This is an optimization exercise on Yosys and OpenROAD, whose aim is a short achievable clock period and few clock cycles, not a production implementation.
At most, simulation tests tie the RTL to the original design; equivalence was not proved.
Only the layout flow was run in runs 1 and 2; the RTL was not checked for function there.
Power is estimated from default activity; no workload was simulated.

### flow/flow/run.sh
#!/bin/bash
# The standard layout (standard.sh), with two changes to how it is made:
# the resizer may swap a cell for one of another footprint, and the port
# buffers are buf_4 cells (the standard flow's default is a delay buffer).
set -euo pipefail
bash standard.sh MATCH_CELL_FOOTPRINT=0 "BUFFER_PORTS_ARGS=-buffer_cell sky130_fd_sc_hd__buf_4" finish > standard_flow.log 2>&1
### flow/standard.sh
#!/bin/bash
# synth_recipe.tcl (not shown) runs the flow's synth.tcl, then flattens the netlist and writes it again
# the make line also repeats each setting of config.mk as NAME=value (left out here)
make -C /OpenROAD-flow-scripts/flow DESIGN_CONFIG=/design/flow/config.mk WORK_HOME=/design/flow/orfs CLKGATE_MAP_FILE= SYNTH_SCRIPT=/design/flow/synth_recipe.tcl "${@:-finish}"
### flow/config.mk
export PLATFORM = sky130hd
export DESIGN_NAME = microP
export DESIGN_NICKNAME = microP
export VERILOG_FILES = /design/flow/design.v
export SDC_FILE = /design/flow/constraint.sdc
export NUM_CORES = 4
export LEC_CHECK = 0
export CAP_MARGIN = 20
export CORE_MARGIN = 2
export CORE_UTILIZATION = 40
export PLACE_DENSITY = 0.6
export SETUP_SLACK_MARGIN = 3.0
export SLEW_MARGIN = 20
export SYNTH_HIERARCHICAL = 1
export SYNTH_MINIMUM_KEEP_SIZE = 0
export TNS_END_PERCENT = 100
### flow/constraint.sdc
create_clock -name core_clock -period 5.0 [get_ports {clk}]
set_input_delay 1.0000 -clock core_clock [delete_from_list [all_inputs] [get_ports {clk}]]
set_output_delay 1.0000 -clock core_clock [all_outputs]
set_load 0.01 [all_outputs]
### flow/design.v
`timescale 1ns / 1ps
module microP(
    input clk,
    input reset,
    output [7:0] imem_addr,
    input [16:0] imem_data,
    output [7:0] dmem_addr,
    output [7:0] dmem_wdata,
    output dmem_we,
    input [7:0] dmem_rdata,
    input [7:0] data_in,
    output out_we,
    output [7:0] data_out_col,
    output [7:0] data_out_addr
    );
reg [7:0] PC;
reg [7:0] A_e, B_e;       
reg cin_e;                
reg add_e;                
reg [9:0] sel_e;          
reg RW_e, MW_e, OW_e;
reg [2:0] DR_e;
reg [7:0] R1, R2, R3, R4, R5, R6, R7;    
wire [7:0] sum, sumn;
wire cout, coutn;
wire [7:0] p_e;
add8 ADD(.a(A_e), .b(B_e), .cin(cin_e), .s(sum), .sn(sumn), .cout(cout), .coutn(coutn), .p(p_e));
wire [7:0] fast;
alu_fast ALUF(.A(A_e), .B(B_e), .sel(sel_e[8:0]), .ld(dmem_rdata), .din(data_in), .f(fast));
wire slt_e = sel_e[9];
wire [7:0] res;
mux8 RESM(.s(add_e), .a(fast | {7'd0, slt_e & coutn}), .b(sum), .y(res));
wire z_add;
wire [7:0] k_e;
or8 KE(.a(A_e), .b(B_e), .y(k_e));
sum_zero SZ(.t(p_e), .k(k_e), .cin(cin_e), .z(z_add));
assign dmem_addr = A_e;
assign dmem_wdata = B_e;
assign dmem_we = MW_e;
assign out_we = OW_e;
assign data_out_col = A_e;
assign data_out_addr = B_e;
assign imem_addr = PC;
wire [2:0] dr = imem_data[11:9];
wire [2:0] sa = imem_data[8:6];
wire [2:0] sb = imem_data[5:3];
wire [5:0] im = imem_data[5:0];
wire [7:0] PC1, target;
wire unused_c2, unused_c2n;
wire [7:0] unused_n2, unused_p2;
inc8 INC(.a(PC), .y(PC1));
add8 TGT(.a(PC), .b({{2{im[5]}}, im}), .cin(1'b1), .s(target), .sn(unused_n2), .cout(unused_c2), .coutn(unused_c2n), .p(unused_p2));
wire [7:0] ra, rb;
wire zr_an, zr_b_unused, fwd_a, fwd_b;
reg_read RDA(.a(sa), .r1(R1), .r2(R2), .r3(R3), .r4(R4), .r5(R5), .r6(R6), .r7(R7),
             .rw_e(RW_e), .dr_e(DR_e), .q(ra), .nz(zr_an), .fwd(fwd_a));
reg_read RDB(.a(sb), .r1(R1), .r2(R2), .r3(R3), .r4(R4), .r5(R5), .r6(R6), .r7(R7),
             .rw_e(RW_e), .dr_e(DR_e), .q(rb), .nz(zr_b_unused), .fwd(fwd_b));
wire is_jmr, is_jml, b_z1, b_z0, uses_a, w_d, MW_d, OW_d, cin_d, add_d, inv_b, b_imm;
wire [9:0] sel_d;
wire [7:0] imm;
decode DEC(.ins(imem_data), .is_jmr(is_jmr), .is_jml(is_jml), .b_z1(b_z1), .b_z0(b_z0),
           .uses_a(uses_a), .w(w_d), .mw(MW_d), .ow(OW_d), .cin(cin_d), .add(add_d),
           .inv_b(inv_b), .b_imm(b_imm), .sel(sel_d), .imm(imm));
wire [7:0] next_pc;
pc_select PCS(.reset(reset), .fwd_a(fwd_a), .add_e(add_e), .z_add(z_add), .zr_an(zr_an),
              .uses_a(uses_a), .is_jmr(is_jmr), .b_z1(b_z1), .b_z0(b_z0),
              .pc(PC), .sum(sum), .ra(ra), .target(target), .pc1(PC1), .next_pc(next_pc));
wire [7:0] A_d, B_d;
wire [7:0] a_other;
mux8 AOTH(.s(is_jml), .a(ra), .b(PC1), .y(a_other));
opnd_sel OPA(.fwd(fwd_a & ~is_jml), .add_e(add_e), .slt_e(slt_e), .inv(1'b0), .cout(cout),
             .coutn(coutn), .sum(sum), .sumn(sumn),
             .fast(fast), .other(a_other), .q(A_d));
wire [7:0] b_other;
b_other_sel BOTH(.imm_sel(b_imm), .inv(inv_b), .imm(imm), .rb(rb), .y(b_other));
opnd_sel OPB(.fwd(fwd_b & ~b_imm), .add_e(add_e), .slt_e(slt_e), .inv(inv_b), .cout(cout),
             .coutn(coutn), .sum(sum), .sumn(sumn),
             .fast(fast), .other(b_other), .q(B_d));
always @(posedge clk) begin
    if (!reset) begin
        RW_e <= 1'b0; MW_e <= 1'b0; OW_e <= 1'b0;
    end else begin
        RW_e <= w_d && (dr != 3'd0);
        MW_e <= MW_d;
        OW_e <= OW_d;
    end
end
always @(posedge clk) begin
    PC <= next_pc;
end
always @(posedge clk) begin
    A_e <= A_d; B_e <= B_d; cin_e <= cin_d; add_e <= add_d; sel_e <= sel_d; DR_e <= dr;
end
always @(posedge clk) begin
    if (RW_e) begin
        case (DR_e)
            3'd1: R1 <= res; 3'd2: R2 <= res; 3'd3: R3 <= res; 3'd4: R4 <= res;
            3'd5: R5 <= res; 3'd6: R6 <= res; 3'd7: R7 <= res;
            default: ;
        endcase
    end
end
endmodule
module decode(
    input [16:0] ins,
    output is_jmr, output is_jml,
    output b_z1,       
    output b_z0,       
    output uses_a,     
    output reg w, output reg mw, output reg ow, output reg cin, output reg add,
    output reg inv_b, output reg b_imm, output reg [9:0] sel, output reg [7:0] imm
    );
wire [4:0] op = ins[16:12];
wire is_jmp = (op == 5'd2) || (op == 5'd3);
wire is_bz = (op == 5'd11);
wire is_bnz = (op == 5'd19);
assign is_jmr = (op == 5'd7);
assign is_jml = (op == 5'd2);
assign b_z1 = is_jmp | is_bz;
assign b_z0 = is_jmp | is_bnz;
assign uses_a = is_bz | is_bnz | is_jmr;
always @(*) begin
    w = 1'b0; mw = 1'b0; ow = 1'b0; cin = 1'b0; add = 1'b0; inv_b = 1'b0; b_imm = 1'b0;
    sel = 10'd0; imm = {{2{ins[5]}}, ins[5:0]};
    case (op)
        5'd1:  begin w = 1'b1; add = 1'b1; inv_b = 1'b1; cin = 1'b1; end    
        5'd2:  begin w = 1'b1; sel[3] = 1'b1; end                           
        5'd4, 5'd9: begin w = 1'b1; add = 1'b1; b_imm = 1'b1; end           
        5'd5:  begin mw = 1'b1; end                                         
        5'd6:  begin w = 1'b1; sel[0] = 1'b1; end                           
        5'd8:  begin w = 1'b1; sel[5] = 1'b1; b_imm = 1'b1; imm = {5'd0, ins[2:0]}; end   
        5'd10: begin w = 1'b1; sel[2] = 1'b1; end                           
        5'd12: begin w = 1'b1; sel[3] = 1'b1; end                           
        5'd13: begin w = 1'b1; sel[7] = 1'b1; end                           
        5'd14: begin w = 1'b1; sel[9] = 1'b1; inv_b = 1'b1; end             
        5'd15: begin w = 1'b1; add = 1'b1; end                              
        5'd16: begin ow = 1'b1; end                                         
        5'd17: begin w = 1'b1; sel[4] = 1'b1; end                           
        5'd18: begin w = 1'b1; sel[8] = 1'b1; end                           
        5'd20: begin w = 1'b1; sel[1] = 1'b1; b_imm = 1'b1; imm = {2'b00, ins[5:0]}; end  
        5'd21: begin w = 1'b1; sel[6] = 1'b1; b_imm = 1'b1; imm = {5'd0, ins[2:0]}; end   
        default: ;
    endcase
end
endmodule
module alu_fast(
    input [7:0] A, input [7:0] B, input [8:0] sel,
    input [7:0] ld, input [7:0] din,
    output [7:0] f
    );
assign f =
      ({8{sel[0]}} & (A & B))
    | ({8{sel[1]}} & (A | B))
    | ({8{sel[2]}} & (A ^ B))
    | ({8{sel[3]}} & A)
    | ({8{sel[4]}} & ~A)
    | ({8{sel[5]}} & (A << B[2:0]))
    | ({8{sel[6]}} & (A >> B[2:0]))
    | ({8{sel[7]}} & ld)
    | ({8{sel[8]}} & din);
endmodule
module sum_zero(input [7:0] t, input [7:0] k, input cin, output z);
assign z = ~|({t[7:1], t[0]} ^ {k[6:0], cin});
endmodule
module reg_read(
    input [2:0] a,
    input [7:0] r1, input [7:0] r2, input [7:0] r3, input [7:0] r4,
    input [7:0] r5, input [7:0] r6, input [7:0] r7,
    input rw_e, input [2:0] dr_e,
    output reg [7:0] q, output nz, output fwd
    );
always @(*) begin
    case (a)
        3'd1: q = r1; 3'd2: q = r2; 3'd3: q = r3; 3'd4: q = r4;
        3'd5: q = r5; 3'd6: q = r6; 3'd7: q = r7;
        default: q = 8'd0;
    endcase
end
wire [7:0] z = {~|r7, ~|r6, ~|r5, ~|r4, ~|r3, ~|r2, ~|r1, 1'b1};
wire [3:0] l1;
wire [1:0] l2;
mux1i M10(.s(a[0]), .a(z[0]), .b(z[1]), .y(l1[0]));
mux1i M11(.s(a[0]), .a(z[2]), .b(z[3]), .y(l1[1]));
mux1i M12(.s(a[0]), .a(z[4]), .b(z[5]), .y(l1[2]));
mux1i M13(.s(a[0]), .a(z[6]), .b(z[7]), .y(l1[3]));
mux1i M20(.s(a[1]), .a(l1[0]), .b(l1[1]), .y(l2[0]));
mux1i M21(.s(a[1]), .a(l1[2]), .b(l1[3]), .y(l2[1]));
mux1i M3(.s(a[2]), .a(l2[0]), .b(l2[1]), .y(nz));
assign fwd = rw_e && (dr_e == a);
endmodule
module pc_select(
    input reset, input fwd_a, input add_e, input z_add, input zr_an,
    input uses_a, input is_jmr, input b_z1, input b_z0,
    input [7:0] pc, input [7:0] sum, input [7:0] ra, input [7:0] target, input [7:0] pc1,
    output [7:0] next_pc
    );
wire hold, s_sum, s_ra, t1z, t1n, t0z, t0n, p1z, p1n, p0z, p0n;
pc_ctl CTL(.reset(reset), .fwd_a(fwd_a), .add_e(add_e), .uses_a(uses_a), .is_jmr(is_jmr),
           .b_z1(b_z1), .b_z0(b_z0), .hold(hold), .s_sum(s_sum), .s_ra(s_ra),
           .t1z(t1z), .t1n(t1n), .t0z(t0z), .t0n(t0n), .p1z(p1z), .p1n(p1n), .p0z(p0z), .p0n(p0n));
wire t1_n, t0_n, p1_n, p0_n, s_tgt, s_pc1;
mux1i MT1(.s(z_add), .a(t1n), .b(t1z), .y(t1_n));
mux1i MT0(.s(zr_an), .a(t0z), .b(t0n), .y(t0_n));
mux1i MP1(.s(z_add), .a(p1n), .b(p1z), .y(p1_n));
mux1i MP0(.s(zr_an), .a(p0z), .b(p0n), .y(p0_n));
mux1i MT(.s(fwd_a), .a(t0_n), .b(t1_n), .y(s_tgt));
mux1i MP(.s(fwd_a), .a(p0_n), .b(p1_n), .y(s_pc1));
wire [7:0] early;
ao3x8 EARLY(.s0(hold), .d0(pc), .s1(s_sum), .d1(sum), .s2(s_ra), .d2(ra), .y(early));
ao2or8 LATE(.s0(s_tgt), .d0(target), .s1(s_pc1), .d1(pc1), .o(early), .y(next_pc));
endmodule
module pc_ctl(
    input reset, input fwd_a, input add_e, input uses_a, input is_jmr, input b_z1, input b_z0,
    output hold, output s_sum, output s_ra,
    output t1z, output t1n, output t0z, output t0n,
    output p1z, output p1n, output p0z, output p0n
    );
assign hold = reset & uses_a & fwd_a & ~add_e;
assign s_sum = reset & is_jmr & fwd_a & add_e;
assign s_ra = reset & is_jmr & ~fwd_a;
wire en1 = reset & ~is_jmr & (~uses_a | add_e);
wire en0 = reset & ~is_jmr;
assign t1z = en1 & b_z1;  assign t1n = en1 & b_z0;
assign p1z = en1 & ~b_z1; assign p1n = en1 & ~b_z0;
assign t0z = en0 & b_z1;  assign t0n = en0 & b_z0;
assign p0z = en0 & ~b_z1; assign p0n = en0 & ~b_z0;
endmodule
module opnd_sel(
    input fwd, input add_e, input slt_e, input inv, input cout, input coutn,
    input [7:0] sum, input [7:0] sumn, input [7:0] fast, input [7:0] other,
    output [7:0] q
    );
wire s_sum = fwd & add_e & ~inv;
wire s_sumn = fwd & add_e & inv;
wire s_fast = fwd & ~add_e;
wire s_oth = ~fwd;
wire s_slt = fwd & slt_e & ~inv;
wire s_sltn = fwd & slt_e & inv;
wire [7:0] fx = fast ^ {8{inv}};
wire s_fast0 = fwd & ~add_e & ~slt_e;
wire [7:0] early;
ao2x8 EARLY(.s0(s_fast), .d0({fx[7:1], 1'b0}), .s1(s_oth), .d1(other), .y(early[7:0]));
wire early0;
ao2x1 EARLY0(.s0(s_fast0), .d0(fx[0]), .s1(s_oth), .d1(other[0]), .y(early0));
wire e0;
ao2or1 E0(.s0(s_slt), .d0(coutn), .s1(s_sltn), .d1(cout), .o(early0), .y(e0));
ao2or8 LATE(.s0(s_sum), .d0(sum), .s1(s_sumn), .d1(sumn), .o({early[7:1], e0}), .y(q));
endmodule
module b_other_sel(input imm_sel, input inv, input [7:0] imm, input [7:0] rb, output [7:0] y);
assign y = imm_sel ? imm : (rb ^ {8{inv}});
endmodule
module inc8(input [7:0] a, output [7:0] y);
assign y = a + 8'd1;
endmodule
module or8(input [7:0] a, input [7:0] b, output [7:0] y);
genvar i;
generate
    for (i = 0; i < 8; i = i + 1) begin : gb
        or1 U(.a(a[i]), .b(b[i]), .y(y[i]));
    end
endgenerate
endmodule
module or1(input a, input b, output y);
assign y = a | b;
endmodule
module mux1i(input s, input a, input b, output y);    
assign y = ~(s ? b : a);
endmodule
module mux1(input s, input a, input b, output y);
assign y = s ? b : a;
endmodule
module mux8(input s, input [7:0] a, input [7:0] b, output [7:0] y);
assign y = s ? b : a;
endmodule
module ao2x8(input s0, input [7:0] d0, input s1, input [7:0] d1, output [7:0] y);
assign y = ({8{s0}} & d0) | ({8{s1}} & d1);
endmodule
module ao2x1(input s0, input d0, input s1, input d1, output y);
assign y = (s0 & d0) | (s1 & d1);
endmodule
module ao3x8(input s0, input [7:0] d0, input s1, input [7:0] d1, input s2, input [7:0] d2,
             output [7:0] y);
assign y = ({8{s0}} & d0) | ({8{s1}} & d1) | ({8{s2}} & d2);
endmodule
module ao2or8(input s0, input [7:0] d0, input s1, input [7:0] d1, input [7:0] o, output [7:0] y);
genvar i;
generate
    for (i = 0; i < 8; i = i + 1) begin : b
        ao2or1 U(.s0(s0), .d0(d0[i]), .s1(s1), .d1(d1[i]), .o(o[i]), .y(y[i]));
    end
endgenerate
endmodule
module ao2or1(input s0, input d0, input s1, input d1, input o, output y);
wire n;
aoi22 A(.a1(s0), .a2(d0), .b1(s1), .b2(d1), .y(n));
assign y = ~n | o;
endmodule
module aoi22(input a1, input a2, input b1, input b2, output y);
assign y = ~((a1 & a2) | (b1 & b2));
endmodule
module xor1(input a, input b, output y);
assign y = a ^ b;
endmodule
module xnor1(input a, input b, output y);
assign y = ~(a ^ b);
endmodule
module and1(input a, input b, output y);
assign y = a & b;
endmodule
module inv1(input a, output y);
assign y = ~a;
endmodule
module aoi21(input a1, input a2, input b1, output y);    
assign y = ~((a1 & a2) | b1);
endmodule
module oai21(input a1, input a2, input b1, output y);    
assign y = ~((a1 | a2) & b1);
endmodule
module nand1(input a, input b, output y);
assign y = ~(a & b);
endmodule
module nor1(input a, input b, output y);
assign y = ~(a | b);
endmodule
module a21o1(input a1, input a2, input b1, output y);    
assign y = (a1 & a2) | b1;
endmodule
module add8(input [7:0] a, input [7:0] b, input cin,
            output [7:0] s, output [7:0] sn, output cout, output coutn, output [7:0] p);
wire [7:0] g;
genvar i;
generate
    for (i = 0; i < 8; i = i + 1) begin : pg
        xor1 X(.a(a[i]), .b(b[i]), .y(p[i]));
        and1 A(.a(a[i]), .b(b[i]), .y(g[i]));
    end
endgenerate
wire g00;
a21o1 G00(.a1(p[0]), .a2(cin), .b1(g[0]), .y(g00));
wire [7:1] g1n;
wire [7:2] p1n;
aoi21 G11(.a1(p[1]), .a2(g00), .b1(g[1]), .y(g1n[1]));    
generate
    for (i = 2; i < 8; i = i + 1) begin : l1
        aoi21 G(.a1(p[i]), .a2(g[i-1]), .b1(g[i]), .y(g1n[i]));
        nand1 P(.a(p[i]), .b(p[i-1]), .y(p1n[i]));
    end
endgenerate
wire g00n;
inv1 I00(.a(g00), .y(g00n));
wire [7:2] g2;
wire [7:4] p2;
oai21 G22(.a1(p1n[2]), .a2(g00n), .b1(g1n[2]), .y(g2[2]));    
oai21 G23(.a1(p1n[3]), .a2(g1n[1]), .b1(g1n[3]), .y(g2[3]));   
generate
    for (i = 4; i < 8; i = i + 1) begin : l2
        oai21 G(.a1(p1n[i]), .a2(g1n[i-2]), .b1(g1n[i]), .y(g2[i]));
        nor1 P(.a(p1n[i]), .b(p1n[i-2]), .y(p2[i]));
    end
endgenerate
wire c2;
inv1 I11(.a(g1n[1]), .y(c2));
wire [7:4] g3n;
aoi21 G34(.a1(p2[4]), .a2(g00), .b1(g2[4]), .y(g3n[4]));    
aoi21 G35(.a1(p2[5]), .a2(c2), .b1(g2[5]), .y(g3n[5]));     
aoi21 G36(.a1(p2[6]), .a2(g2[2]), .b1(g2[6]), .y(g3n[6]));  
aoi21 G37(.a1(p2[7]), .a2(g2[3]), .b1(g2[7]), .y(g3n[7]));  
inv1 CO(.a(g3n[7]), .y(cout));
assign coutn = g3n[7];
xor1  S0(.a(p[0]), .b(cin), .y(s[0]));      xnor1 N0(.a(p[0]), .b(cin), .y(sn[0]));
xor1  S1(.a(p[1]), .b(g00), .y(s[1]));      xnor1 N1(.a(p[1]), .b(g00), .y(sn[1]));
xnor1 S2(.a(p[2]), .b(g1n[1]), .y(s[2]));   xor1  N2(.a(p[2]), .b(g1n[1]), .y(sn[2]));
xor1  S3(.a(p[3]), .b(g2[2]), .y(s[3]));    xnor1 N3(.a(p[3]), .b(g2[2]), .y(sn[3]));
xor1  S4(.a(p[4]), .b(g2[3]), .y(s[4]));    xnor1 N4(.a(p[4]), .b(g2[3]), .y(sn[4]));
xnor1 S5(.a(p[5]), .b(g3n[4]), .y(s[5]));   xor1  N5(.a(p[5]), .b(g3n[4]), .y(sn[5]));
xnor1 S6(.a(p[6]), .b(g3n[5]), .y(s[6]));   xor1  N6(.a(p[6]), .b(g3n[5]), .y(sn[6]));
xnor1 S7(.a(p[7]), .b(g3n[6]), .y(s[7]));   xor1  N7(.a(p[7]), .b(g3n[6]), .y(sn[7]));
endmodule
==> parameters.txt, run 1 <==
Parameter                              Value

Timing
  Achievable clock frequency ... 417 MHz
  Number of endpoints with negative hold slack in the final report ... 0
  Time the final worst path needs with I/O delays and setup ... 2.40 ns
  Least setup slack across all paths after layout ... 2.60 ns
  Worst-Margin Slew ... 1.04 ns
  Max-slew headroom at the worst pin ... 0.306
  Worst clock skew on the final layout ... 0.0113 ns
  Final number of setup-violating endpoints ... 0
  RSZ-0062 raised after global routing ... true
  Ratio of final minimum period to clock period ... 0.479
  Number of max-slew violations in the final report ... 0
  Accumulated negative setup slack ... 0 ns

Routing
  Final antenna-violating net count ... 0
  Vias per cell ... 5.69
  DRT iter0 DRCs ... 550
  Wire length after detailed routing ... 26,300 um
  Drt pass-1 iters ... 5
  Drc violations ... 0
  Final routed wire length divided by cell count ... 21.0 um
  Via count ... around 7,100

Global routing
  Pin count of the biggest net entering global routing ... 29
  First-pass GRT wire length ... 38,200 um
  Vias in the first global route ... around 6,800
  GRT Residual Overflow ... 0
  Most heavily used metal layer in global routing ... met2
  GR Util met2 ... 0.393
  Met1 Usage GRT ... 0.277
  Initial antenna violation count ... 0
  GRT Total Usage ... 0.224
  Met3 Resource Use GR ... 0.0380

CTS
  Root Driver ... sky130_fd_sc_hd__clkbuf_16
  Clock latency on the worst-skew pair ... about 0.36 ns
  Clk buf depth ... 2
  Clock buffers created by TritonCTS ... 9
  Total of hold buffers inserted after clock tree synthesis ... 0
  CTS tree ... built
  Clock sink count ... 98
  CTS HTree Levels ... 3
  Clock-pin slew on the worst setup and hold paths ... 0.07 ns

Critical path
  Type of the setup path with the least slack ... primary input to flip-flop
  Worst setup EP type ... flip-flop
  Critical Path RT ... around 5.3 ns
  Critical path peak fanout ... 19
  Worst endpoint data arrival time ... 2.65 ns
  Kind of launch point of the worst setup path ... primary input

Placed design
  Port Buffers ... 76
  Hpwl dp ... 17,400 um
  Global placement routability congestion ... 0.871
  Post-placement setup slack ... 1.53 ns

Finish
  Antenna diode instance count ... 0
  Leading cell type in the layout, fill and taps excluded ... sky130_fd_sc_hd__buf_4
  Ratio of cells with drive above 1 in the final layout ... 0.481
  Synth-to-Final Area Change ... 37.0%
  Nets@finish ... 1,030
  Commonest cells after routing, fill and taps aside ... sky130_fd_sc_hd__buf_4, sky130_fd_sc_hd__edfxtp_1, sky130_fd_sc_hd__nand2_1

Hold path
  Min-delay worst type ... flip-flop to flip-flop

Yosys
  Mapped Area ... 8300 um2
  Avg Synthesized Cell Area ... 10.1 um2
  Cells after Synth ... 824
  Number of warnings issued by yosys ... 9

Power and ir drop
  Part of the total power dissipated in the clock network ... 0.236
  Internal Dissipation ... 0.00200 W
  Net switching fraction of the power ... 0.368
  Net Switching ... 0.00116 W
  Leakage power summed over all cells ... about 4.5 nW
  Worst vdd ir ... 0.174 mV
  Fraction of power consumed by sequential logic ... 0.321
  Cell Pwr Density ... roughly 280 nW/um2
  Combinational power share ... 0.443

Outcome
  Outcome ... finished clean

Floorplan
  Effective utilization at floorplan ... 0.409
  Horizontal die dimension ... 148 um
  Die Outline Area ... 21,900 um2
  Core area ... 20,300 um2
  Number of ports placed on the die boundary ... a little under 80
  Die Span Y ... 148 um
  FP Rows ... 52

Run
  Max capacitance violation total ... 0
critical path: stages:
cell and delay [ns]:
sky130_fd_sc_hd__buf_6 0.15, sky130_fd_sc_hd__nand3b_1 0.24, sky130_fd_sc_hd__nor3_4 0.22, sky130_fd_sc_hd__nand2b_4 0.22
sky130_fd_sc_hd__nor3_2 0.05, sky130_fd_sc_hd__mux2i_1 0.25, sky130_fd_sc_hd__mux2i_4 0.12, sky130_fd_sc_hd__buf_12 0.16
sky130_fd_sc_hd__a22oi_2 0.17, sky130_fd_sc_hd__nand2b_1 0.07
power by group through the flow:
stage,Clock (W),Combinational [W],Sequential [W]
2_1_floorplan,0,0.000676,0.00100
4_1_cts,0.000759,0.00117,0.00102
6_report,0.000745,0.00140,0.00101
3_5_place_dp,0,0.000892,0.00105
5_1_grt,0.000790,0.00148,0.00102
3_3_place_gp,0,0.000891,0.00105
worst paths after layout:
kind	from	to	slack [ns]	cells after the start
setup reg to reg	R1[4]$_DFFE_PP_	PC[3]$_DFF_P_	2.63	10
hold / removal	PC[0]$_DFF_P_	PC[0]$_DFF_P_	0.64	3
setup / recovery	imem_data[16]	PC[3]$_DFF_P_	2.60	10
hold reg to reg	PC[0]$_DFF_P_	PC[0]$_DFF_P_	0.64	3
timing repair:
| action | 4_1_cts | 5_1_grt |
|---|---|---|
| gates resized for setup | 179 | 88 |
| gates cloned | 1 | 1 |
| endpoints found under the setup margin | 118 | 109 |
| pin swaps | 48 | 45 |
| buffers inserted | 65 | 56 |
per-layer routing:
metal / up-vias / share of wire
met5: - / 0
met4: 0 / 0.040
met3: 60 / 0.053
met2: 254 / 0.50
met1: 3478 / 0.41
li1: 3326 / -
stage by stage:
stage | hold WS, ns | area [um2] | std cells | power, W | utilization
3_5_place_dp | 0.705 | 8860 | 1113 | 0.00194 | 0.436
4_1_cts | 0.658 | 10500 | 1195 | 0.00295 | 0.519
2_1_floorplan | 0.610 | 8450 | 827 | 0.00168 | -
5_1_grt | 0.681 | 11400 | 1252 | 0.00329 | 0.560
3_3_place_gp | 0.691 | 8860 | 1113 | 0.00194 | 0.436
6_report | 0.640 | 11400 | 1252 | 0.00316 | 0.560
state kept, by name (all words and copies together) (netlist names), 3 cells and up:
| register | flops |
|---|---|
| B_e | 8 |
| R6 | 8 |
| PC | 8 |
| sel_e | 10 |
| R1 | 8 |
| R2 | 8 |
| R7 | 8 |
| R4 | 8 |
| A_e | 8 |
| R5 | 8 |
| R3 | 8 |
| DR_e | 3 |
area by class of cell:
type,instances,area (um2)
multi-input combinational,620,5960
timing repair buffer,201,1970
tap,270,338
clock inverter,7,92.6
sequential,98,2590
inverter,47,200
clock buffer,9,225
fill,1725,8920
==> run 2: changes to the inputs <==
==> flow/run.sh (new file) <==
#!/bin/bash
# synth_recipe.tcl (not shown) runs the flow's synth.tcl, then flattens the netlist and writes it again
# the make line also repeats each setting of config.mk as NAME=value (left out here)
make -C /OpenROAD-flow-scripts/flow DESIGN_CONFIG=/design/flow/config.mk WORK_HOME=/design/flow/orfs CLKGATE_MAP_FILE= SYNTH_SCRIPT=/design/flow/synth_recipe.tcl finish
removed: flow/flow/run.sh
removed: flow/standard.sh
==> run 2 against run 1 <==
  * Largest cell class unchanged
  * Via count up 0.91%
  * Clock power down 3.2%
  * Sequential share of layout area down 0.12 points
  * Flip-flop and latch count unchanged
  * Clock skew up 0.0042 ns
==> parameters.txt, run 2 <==
Parameter                              Value

Outcome
  Outcome ... finished clean

Critical path
  Worst endpoint data arrival time ... 2.70 ns
  Sum of buffers and inverters on the critical path ... 1
  Crit path largest cell delay ... 0.62 ns
  Critical path peak fanout ... 4
  Critical Path RT ... 5.26 ns
  Worst setup EP type ... flip-flop
  Kind of launch point of the worst setup path ... primary input
  Type of the setup path with the least slack ... primary input to flip-flop
  Cells along the critical path ... clkdlybuf4s50_1, xor2_2, nand2_1, o21ai_2, a21oi_2, xnor2_1, a22oi_2, nand2b_1
  Largest delay share family, worst path ... buffers and inverters
  Max stage delay cell, worst path ... sky130_fd_sc_hd__clkdlybuf4s50_1

CTS
  Total of hold buffers inserted after clock tree synthesis ... 0
  Clock buffers created by TritonCTS ... 9
  Clock-pin slew on the worst setup and hold paths ... around 0.080 ns
  CTS HTree Levels ... 3
  Clock sink count ... 98
  Root Driver ... sky130_fd_sc_hd__clkbuf_16
  Clk buf depth ... 2
  Clock latency on the worst-skew pair ... approximately 0.37 ns
  CTS tree ... built

Finish
  Sequential cell area ... 2610 um2
  Ratio of cells with drive above 1 in the final layout ... 0.464
  Synth-to-Final Area Change ... 39.1%
  Multi-input logic area ... 5950 um2
  Register name with the most flops ... sel_e
  Commonest cells after routing, fill and taps aside ... sky130_fd_sc_hd__buf_4, sky130_fd_sc_hd__buf_6, sky130_fd_sc_hd__edfxtp_1
  Antenna diode instance count ... 0
  Fillcell total ... 1,684
  Leading cell type in the layout, fill and taps excluded ... sky130_fd_sc_hd__buf_4
  Flip-flop count of the largest register, all copies and words added ... 10
  Nets@finish ... 1,045

Floorplan
  Die Outline Area ... ~22,000 um2
  Core area ... 20,300 um2
  Effective utilization at floorplan ... 0.409
  Horizontal die dimension ... 148 um
  Number of ports placed on the die boundary ... 77
  FP Rows ... 52
  Die Span Y ... about 150 um

Power and ir drop
  Cell Pwr Density ... 271 nW/um2
  Internal Dissipation ... 0.00195 W
  Net Switching ... 0.00118 W
  Post-layout total power ... between 0.003 and 0.004 W
  Worst vdd ir ... 0.194 mV
  Combinational power share ... 0.450
  Part of the total power dissipated in the clock network ... 0.230
  Leakage power summed over all cells ... 4.72 nW
  Net switching fraction of the power ... 0.376
  Fraction of power consumed by sequential logic ... 0.320

Routing
  Drc violations ... 0
  Final routed wire length divided by cell count ... 21.3 um
  Drt pass-1 iters ... 6
  Vias per cell ... 5.67
  Final antenna-violating net count ... 0
  DRT iter0 DRCs ... approximately 590
  Via count ... roughly 7,200
  Wire length after detailed routing ... about 27,000 um

Placed design
  Port Buffers ... 76
  Hpwl dp ... 18,000 um
  Global placement routability congestion ... 0.873

Global routing
  Met3 Resource Use GR ... 0.0420
  GRT Total Usage ... 0.233
  Most heavily used metal layer in global routing ... met2
  GRT Residual Overflow ... 0
  Met1 Usage GRT ... 0.295
  First-pass GRT wire length ... 39,400 um
  GR Util met2 ... 0.399
  Pin count of the biggest net entering global routing ... 24
  Initial antenna violation count ... 0
  Vias in the first global route ... around 6,900

Timing
  Accumulated negative setup slack ... 0 ns
  Ratio of final minimum period to clock period ... 0.487
  Number of endpoints with negative hold slack in the final report ... 0
  Worst clock skew on the final layout ... 0.0155 ns
  Achievable clock frequency ... a little over 400 MHz
  Time the final worst path needs with I/O delays and setup ... approximately 2.4 ns
  Worst-Margin Slew ... 0.968 ns
  RSZ-0062 raised after global routing ... true
  Number of max-slew violations in the final report ... 0
  Final number of setup-violating endpoints ... 0
  Max-slew headroom at the worst pin ... 0.354

Yosys
  Avg Synthesized Cell Area ... 10.1 um2
  Mapped Area ... 8300 um2
  Number of warnings issued by yosys ... 9
  Cells after Synth ... 824

Run
  Max capacitance violation total ... 0

Hold path
  Min-delay worst type ... flip-flop to flip-flop
## run 2: metrics by stage
step | instances | cell area [um2] | hold WS, ns | setup WS [ns] | utilization
after floorplan | 827 | 8490 | 0.610 | 2.29 | -
after global placement | 1122 | 9140 | 0.690 | 1.12 | 0.450
after detailed placement | 1122 | 9140 | 0.692 | 1.06 | 0.450
after CTS | 1214 | 10600 | 0.649 | 2.55 | 0.524
after global routing | 1267 | 11600 | 0.666 | 2.50 | 0.569
final | 1267 | 11600 | 0.648 | 2.57 | 0.569
## run 2: power groups by stage
stage	combinational [W]	sequential [W]	clock, W
after floorplan	0.000679	0.00100	0
after global placement	0.000927	0.00105	0
after detailed placement	0.000926	0.00105	0
after CTS	0.00117	0.000999	0.000728
after global routing	0.00149	0.00101	0.000762
final	0.00141	0.00100	0.000721
## run 2: path summary, 6_finish.rpt
| kind | startpoint | to | slack, ns | depth (start not counted) |
|---|---|---|---|---|
| worst max-delay path | imem_data[2] | PC[7]$_DFF_P_ | 2.57 | 8 |
| worst min-delay path | PC[7]$_DFF_P_ | PC[7]$_DFF_P_ | 0.65 | 3 |
| worst max register to register | R6[7]$_DFFE_PP_ | PC[4]$_DFF_P_ | 2.60 | 10 |
| worst min register to register | PC[7]$_DFF_P_ | PC[7]$_DFF_P_ | 0.65 | 3 |
## run 2: worst register-to-register path, stage by stage (launching register included)
cell                       delay (ns)
sky130_fd_sc_hd__edfxtp_1        0.43
sky130_fd_sc_hd__or4_4           0.57
sky130_fd_sc_hd__nor2_4          0.13
sky130_fd_sc_hd__mux2i_1         0.07
sky130_fd_sc_hd__mux2i_1         0.19
sky130_fd_sc_hd__mux2i_2         0.15
sky130_fd_sc_hd__mux2i_1         0.26
sky130_fd_sc_hd__mux2i_4         0.11
sky130_fd_sc_hd__buf_12          0.16
sky130_fd_sc_hd__a22oi_2         0.15
sky130_fd_sc_hd__nand2b_1        0.08
## run 2: timing repair
item                                    4_1_cts  5_1_grt
buffers inserted                             75       53
endpoints found under the setup margin      136      113
pin swaps                                    68       68
resized for setup                           354      130
cloned                                        1        0
## run 2: per-layer routing
metal | share of wire | vias to the layer above
met5 | 0 | -
met4 | 0.030 | 0
met3 | 0.053 | 55
met2 | 0.50 | 246
met1 | 0.42 | 3519
li1 | - | 3363
## run 2: layout make-up
type | count | area share
Inverter | 47 | 0.0165
Clock buffer | 9 | 0.0195
Timing Repair Buffer | 216 | 0.187
Clock inverter | 7 | 0.00661
Tap cell | 270 | 0.0292
Sequential cell | 98 | 0.226
Multi-Input combinational cell | 620 | 0.515
==> run 3: changes to the inputs <==
--- a/flow/design.v
+++ b/flow/design.v
@@ -25,13 +25,16 @@
 wire cout, coutn;
 wire [7:0] p_e;
-add8 ADD(.a(A_e), .b(B_e), .cin(cin_e), .s(sum), .sn(sumn), .cout(cout), .coutn(coutn), .p(p_e));
-wire [7:0] fast;
-alu_fast ALUF(.A(A_e), .B(B_e), .sel(sel_e[8:0]), .ld(dmem_rdata), .din(data_in), .f(fast));
+wire [7:0] g_e;
+add8 ADD(.a(A_e), .b(B_e), .cin(cin_e), .s(sum), .sn(sumn), .cout(cout), .coutn(coutn), .p(p_e),
+         .g(g_e));
+wire [7:0] k_e;
+or8 KE(.a(A_e), .b(B_e), .y(k_e));
+wire [7:0] fast, fastn;
+alu_fast ALUF(.A(A_e), .B(B_e), .g(g_e), .k(k_e), .p(p_e), .sel(sel_e[8:0]), .ld(dmem_rdata),
+              .din(data_in), .f(fast), .fn(fastn));
 wire slt_e = sel_e[9];
 wire [7:0] res;
 mux8 RESM(.s(add_e), .a(fast | {7'd0, slt_e & coutn}), .b(sum), .y(res));
 wire z_add;
-wire [7:0] k_e;
-or8 KE(.a(A_e), .b(B_e), .y(k_e));
 sum_zero SZ(.t(p_e), .k(k_e), .cin(cin_e), .z(z_add));
 assign dmem_addr = A_e;
@@ -48,7 +51,7 @@
 wire [7:0] PC1, target;
 wire unused_c2, unused_c2n;
-wire [7:0] unused_n2, unused_p2;
+wire [7:0] unused_n2, unused_p2, unused_g2;
 inc8 INC(.a(PC), .y(PC1));
-add8 TGT(.a(PC), .b({{2{im[5]}}, im}), .cin(1'b1), .s(target), .sn(unused_n2), .cout(unused_c2), .coutn(unused_c2n), .p(unused_p2));
+add8 TGT(.a(PC), .b({{2{im[5]}}, im}), .cin(1'b1), .s(target), .sn(unused_n2), .cout(unused_c2), .coutn(unused_c2n), .p(unused_p2), .g(unused_g2));
 wire [7:0] ra, rb;
 wire zr_an, zr_b_unused, fwd_a, fwd_b;
@@ -72,10 +75,10 @@
 opnd_sel OPA(.fwd(fwd_a & ~is_jml), .add_e(add_e), .slt_e(slt_e), .inv(1'b0), .cout(cout),
              .coutn(coutn), .sum(sum), .sumn(sumn),
-             .fast(fast), .other(a_other), .q(A_d));
+             .fast(fast), .fastn(fastn), .other(a_other), .q(A_d));
 wire [7:0] b_other;
 b_other_sel BOTH(.imm_sel(b_imm), .inv(inv_b), .imm(imm), .rb(rb), .y(b_other));
 opnd_sel OPB(.fwd(fwd_b & ~b_imm), .add_e(add_e), .slt_e(slt_e), .inv(inv_b), .cout(cout),
              .coutn(coutn), .sum(sum), .sumn(sumn),
-             .fast(fast), .other(b_other), .q(B_d));
+             .fast(fast), .fastn(fastn), .other(b_other), .q(B_d));
 always @(posedge clk) begin
     if (!reset) begin
@@ -146,12 +149,13 @@
 endmodule
 module alu_fast(
-    input [7:0] A, input [7:0] B, input [8:0] sel,
-    input [7:0] ld, input [7:0] din,
-    output [7:0] f
+    input [7:0] A, input [7:0] B, input [7:0] g, input [7:0] k, input [7:0] p,
+    input [8:0] sel, input [7:0] ld, input [7:0] din,
+    output [7:0] f, output [7:0] fn
     );
+assign fn = ~f;
 assign f =
-      ({8{sel[0]}} & (A & B))
-    | ({8{sel[1]}} & (A | B))
-    | ({8{sel[2]}} & (A ^ B))
+      ({8{sel[0]}} & g)
+    | ({8{sel[1]}} & k)
+    | ({8{sel[2]}} & p)
     | ({8{sel[3]}} & A)
     | ({8{sel[4]}} & ~A)
@@ -207,7 +211,14 @@
 mux1i MT(.s(fwd_a), .a(t0_n), .b(t1_n), .y(s_tgt));
 mux1i MP(.s(fwd_a), .a(p0_n), .b(p1_n), .y(s_pc1));
-wire [7:0] early;
-ao3x8 EARLY(.s0(hold), .d0(pc), .s1(s_sum), .d1(sum), .s2(s_ra), .d2(ra), .y(early));
-ao2or8 LATE(.s0(s_tgt), .d0(target), .s1(s_pc1), .d1(pc1), .o(early), .y(next_pc));
+wire [7:0] early_n, late_n;
+genvar i;
+generate
+    for (i = 0; i < 8; i = i + 1) begin : gb
+        aoi222 E(.a1(hold), .a2(pc[i]), .b1(s_sum), .b2(sum[i]), .c1(s_ra), .c2(ra[i]),
+                 .y(early_n[i]));
+        aoi22 L(.a1(s_tgt), .a2(target[i]), .b1(s_pc1), .b2(pc1[i]), .y(late_n[i]));
+        nand1 N(.a(early_n[i]), .b(late_n[i]), .y(next_pc[i]));
+    end
+endgenerate
 endmodule
 module pc_ctl(
@@ -229,22 +240,37 @@
 module opnd_sel(
     input fwd, input add_e, input slt_e, input inv, input cout, input coutn,
-    input [7:0] sum, input [7:0] sumn, input [7:0] fast, input [7:0] other,
+    input [7:0] sum, input [7:0] sumn, input [7:0] fast, input [7:0] fastn, input [7:0] other,
     output [7:0] q
     );
 wire s_sum = fwd & add_e & ~inv;
 wire s_sumn = fwd & add_e & inv;
-wire s_fast = fwd & ~add_e;
+wire s_fast = fwd & ~add_e & ~inv;
+wire s_fastn = fwd & ~add_e & inv;
 wire s_oth = ~fwd;
 wire s_slt = fwd & slt_e & ~inv;
 wire s_sltn = fwd & slt_e & inv;
-wire [7:0] fx = fast ^ {8{inv}};
-wire s_fast0 = fwd & ~add_e & ~slt_e;
-wire [7:0] early;
-ao2x8 EARLY(.s0(s_fast), .d0({fx[7:1], 1'b0}), .s1(s_oth), .d1(other), .y(early[7:0]));
-wire early0;
-ao2x1 EARLY0(.s0(s_fast0), .d0(fx[0]), .s1(s_oth), .d1(other[0]), .y(early0));
-wire e0;
-ao2or1 E0(.s0(s_slt), .d0(coutn), .s1(s_sltn), .d1(cout), .o(early0), .y(e0));
-ao2or8 LATE(.s0(s_sum), .d0(sum), .s1(s_sumn), .d1(sumn), .o({early[7:1], e0}), .y(q));
+wire s_fast0 = s_fast & ~slt_e;
+wire s_fastn0 = s_fastn & ~slt_e;
+wire [7:0] early_n, late_n;
+genvar i;
+generate
+    for (i = 0; i < 8; i = i + 1) begin : gb
+        aoi222 E(.a1(i == 0 ? s_fast0 : s_fast), .a2(fast[i]),
+                 .b1(i == 0 ? s_fastn0 : s_fastn), .b2(fastn[i]),
+                 .c1(s_oth), .c2(other[i]), .y(early_n[i]));
+        aoi22 L(.a1(s_sum), .a2(sum[i]), .b1(s_sumn), .b2(sumn[i]), .y(late_n[i]));
+    end
+endgenerate
+wire slt_n;
+aoi22 S(.a1(s_slt), .a2(coutn), .b1(s_sltn), .b2(cout), .y(slt_n));
+assign q[0] = ~(early_n[0] & late_n[0] & slt_n);
+generate
+    for (i = 1; i < 8; i = i + 1) begin : gq
+        nand1 N(.a(early_n[i]), .b(late_n[i]), .y(q[i]));
+    end
+endgenerate
+endmodule
+module aoi222(input a1, input a2, input b1, input b2, input c1, input c2, output y);
+assign y = ~((a1 & a2) | (b1 & b2) | (c1 & c2));
 endmodule
 module b_other_sel(input imm_sel, input inv, input [7:0] imm, input [7:0] rb, output [7:0] y);
@@ -328,6 +354,6 @@
 endmodule
 module add8(input [7:0] a, input [7:0] b, input cin,
-            output [7:0] s, output [7:0] sn, output cout, output coutn, output [7:0] p);
-wire [7:0] g;
+            output [7:0] s, output [7:0] sn, output cout, output coutn, output [7:0] p,
+            output [7:0] g);
 genvar i;
 generate
==> flow/flow/run.sh (new file) <==
#!/bin/bash
# The standard layout (standard.sh), with two changes to how it is made:
# the resizer may swap a cell for one of another footprint, and the port
# buffers are buf_4 cells (the standard flow's default is a delay buffer).
set -euo pipefail
bash standard.sh MATCH_CELL_FOOTPRINT=0 "BUFFER_PORTS_ARGS=-buffer_cell sky130_fd_sc_hd__buf_4" finish > standard_flow.log 2>&1
==> flow/standard.sh (new file) <==
#!/bin/bash
# synth_recipe.tcl (not shown) runs the flow's synth.tcl, then flattens the netlist and writes it again
# the make line also repeats each setting of config.mk as NAME=value (left out here)
make -C /OpenROAD-flow-scripts/flow DESIGN_CONFIG=/design/flow/config.mk WORK_HOME=/design/flow/orfs CLKGATE_MAP_FILE= SYNTH_SCRIPT=/design/flow/synth_recipe.tcl "${@:-finish}"
removed: flow/run.sh
==> run 3 against run 2 <==
  * Still clean
  * Combinational power is 22% lower
  * Synthesized area shrank 4.4%
  * Maximum frequency hardly changed
  * First-iteration DRC count is 53% higher
  * Largest cell class unchanged
  * Largest power group unchanged
==> parameters.txt, run 3 <==
Parameter                              Value

Power and ir drop
  Worst vdd ir ... 0.174 mV
  Combinational power share ... 0.398
  Net switching fraction of the power ... 0.365
  Leakage power summed over all cells ... 3.85 nW
  Post-layout total power ... 0.00276 W
  Cell Pwr Density ... 268 nW/um2
  Internal Dissipation ... between 0.0015 and 0.002 W
  Part of the total power dissipated in the clock network ... 0.234
  Fraction of power consumed by sequential logic ... 0.368
  Net Switching ... just over 0.001 W

Hold path
  Worst hold path startpoint ... PC[6]$_DFF_P_
  WHS Path Cells ... 2
  Worst-case hold path end point ... PC[6]$_DFF_P_
  Min-delay worst type ... flip-flop to flip-flop

Yosys
  Cells after Synth ... 775
  Avg Synthesized Cell Area ... about 10 um2
  Mapped Area ... 7940 um2
  Number of warnings issued by yosys ... 9

Critical path
  Cells along the critical path ... or4_4, nor2_4, mux2i_1, mux2i_1, mux2i_2, mux2i_1, mux2i_4, buf_12, a22oi_2, nand2_1
  Endpoint of the lowest-slack register-to-register path ... PC[0]$_DFF_P_
  Critical Path Most Common Cell ... sky130_fd_sc_hd__mux2i_1
  Setup slack, reg-to-reg ... 2.57 ns
  Worst setup EP type ... flip-flop
  Kind of launch point of the worst setup path ... flip-flop
  Worst Reg-to-Reg Cells ... 10
  Critical Path RT ... approximately 5.2 ns
  Critical path peak fanout ... 8
  Launch instance of the worst register-to-register path ... R2[4]$_DFFE_PP_
  Max stage delay cell, worst path ... sky130_fd_sc_hd__or4_4
  Worst endpoint data arrival time ... 2.67 ns
  Type of the setup path with the least slack ... flip-flop to flip-flop
  Crit path largest cell delay ... approximately 0.57 ns

Timing
  Number of endpoints with negative hold slack in the final report ... 0
  RSZ-0062 raised after global routing ... true
  Worst clock skew on the final layout ... 0.00702 ns
  Time the final worst path needs with I/O delays and setup ... 2.44 ns
  Max-slew headroom at the worst pin ... 0.541
  Accumulated negative setup slack ... 0 ns
  Ratio of final minimum period to clock period ... 0.487
  Number of max-slew violations in the final report ... 0
  Achievable clock frequency ... between 400 and 500 MHz
  Final number of setup-violating endpoints ... 0
  Worst-Margin Slew ... 0.671 ns

Finish
  Ratio of cells with drive above 1 in the final layout ... 0.458
  Synth-to-Final Area Change ... 29.7%
  Antenna diode instance count ... 0
  Flip-flop count of the largest register, all copies and words added ... 10
  Commonest cells after routing, fill and taps aside ... sky130_fd_sc_hd__buf_4, sky130_fd_sc_hd__nand2_1, sky130_fd_sc_hd__edfxtp_1
  Nets@finish ... 927
  Register name with the most flops ... sel_e
  Leading cell type in the layout, fill and taps excluded ... sky130_fd_sc_hd__buf_4

Global routing
  Initial antenna violation count ... 0
  Vias in the first global route ... between 6,000 and 7,000
  Pin count of the biggest net entering global routing ... 29
  GRT Total Usage ... 0.237
  First-pass GRT wire length ... 37,500 um
  GRT Residual Overflow ... 0

Routing
  Met2 wire length ... approximately 12,000 um
  Via count ... 6,953
  Drt pass-1 iters ... 7
  Wire length after detailed routing ... 25,300 um
  Drc violations ... 0
  Vias per cell ... 5.99
  Top Metal Used ... met4
  Final routed wire length divided by cell count ... 21.8 um
  Met1 wire length ... 10,900 um
  Routed wl met3 ... 1660 um
  Final antenna-violating net count ... 0
  DRT iter0 DRCs ... about 900

Floorplan
  Die Span Y ... 145 um
  Number of ports placed on the die boundary ... 77
  Horizontal die dimension ... roughly 140 um
  Effective utilization at floorplan ... 0.408
  Die Outline Area ... roughly 21,000 um2
  Core area ... 19,500 um2
  FP Rows ... 51

CTS
  Clock latency on the worst-skew pair ... 0.36 ns
  Clock-pin slew on the worst setup and hold paths ... 0.07 ns
  Clock sink count ... 98
  Total of hold buffers inserted after clock tree synthesis ... 0
  Clk buf depth ... 2
  Clock buffers created by TritonCTS ... 9
  CTS tree ... built
  CTS HTree Levels ... 3
  Root Driver ... sky130_fd_sc_hd__clkbuf_16

Placed design
  Global placement routability congestion ... around 0.88
  Port Buffers ... 76
  Hpwl dp ... 17,600 um

Outcome
  Outcome ... finished clean

Run
  Max capacitance violation total ... 0
## run 3: cell type report
type,count,area [um2]
Timing Repair Buffer,154,1490
Sequential cell,98,2570
Multi-Input combinational cell,611,5560
Tap cell,265,332
Fill cell,1700,9170
Inverter,17,68.8
Clock inverter,5,41.3
Clock buffer,10,229
## run 3: critical path, delay by kind of cell (launching register included)
kind	cells	cell delay, ns
compound gates	1	0.16
buf+inv	1	0.16
flops	1	0.42
mux	5	0.83
simple gates	3	0.74
## run 3: worst max-delay path by stage
stage / depth (start not counted) / end / from / slack, ns
finish: 10 / PC[0]$_DFF_P_ / R2[4]$_DFFE_PP_ / 2.57
global placement: 9 / B_e[1]$_DFF_P_ / imem_data[14] / 1.85
global route: 10 / PC[0]$_DFF_P_ / R2[4]$_DFFE_PP_ / 2.44
floorplan: 9 / B_e[1]$_DFF_P_ / imem_data[4] / 2.30
CTS: 9 / A_e[4]$_DFF_P_ / imem_data[13] / 2.56
detailed placement: 8 / A_e[6]$_DFF_P_ / imem_data[13] / 1.81
## run 3: routing by layer
layer,vias up,track usage
li1,3180,-
met1,3422,0.330
met2,308,0.368
met3,43,0.0415
met4,0,0.0920
met5,-,0
## run 3: through the flow
step | instances | util | area (um2) | setup WS (ns) | hold WS, ns
2_1_floorplan | 783 | - | 8100 | 2.30 | 0.598
3_3_place_gp | 1069 | 0.441 | 8570 | 1.85 | 0.652
3_5_place_dp | 1069 | 0.441 | 8570 | 1.81 | 0.646
4_1_cts | 1131 | 0.506 | 9840 | 2.56 | 0.624
5_1_grt | 1160 | 0.529 | 10300 | 2.44 | 0.665
6_report | 1160 | 0.529 | 10300 | 2.57 | 0.618
## run 3: power groups by stage
stage	Sequential (W)	Combinational [W]	Clock (W)
global placement	0.00103	0.000865	0
detailed placement	0.00103	0.000866	0
floorplan	0.000995	0.000650	0
finish	0.00102	0.00110	0.000646
CTS	0.00101	0.00102	0.000652
global route	0.00103	0.00116	0.000678
## run 3: repair_timing
action | CTS | global route
cloned | 5 | 1
endpoints found under the hold margin | 0 | 0
pin swaps | 41 | 34
buffers inserted | 42 | 28
setup endpoints to repair | 111 | 106
gates resized for setup | 119 | 42
Testbench counts of run 3, summed over its fixed seeds: cycles 47,008.

-- afterwards: timing with drivers on the ports --
Ports are ideal in the flow. The routed layouts listed here were re-timed in OpenROAD. Step 1, drivers: a clkbuf_16 drives clk and a buf_2 each remaining input, both assumed. Step 2 also shifts input and output timing later by t, the mid clock arrival at the registers, as if the neighbouring blocks saw the same clock. Slacks: ideal ports / drivers / drivers and shift; pairs: ideal ports / drivers.
| run | t (ns) | slack for setup (ns) | slew at the worst register clock pin (ns) | worst slew at a driven data input, ns |
|---|---|---|---|---|
| run 1 | 0.400 | 2.604 / 2.602 / 2.202 | 0.08 / 0.08 | 0.15 |
| run 2 | 0.406 | 2.566 / 2.591 / 2.184 | 0.08 / 0.08 | 0.06 |
| run 3 | 0.393 | 2.565 / 2.536 / 2.144 | 0.07 / 0.07 | 0.13 |
After both steps every run listed still meets setup and hold. For run 3, which loses most, drivers alone change the setup slack by -0.029 ns; drivers and shift together by -0.421 ns.
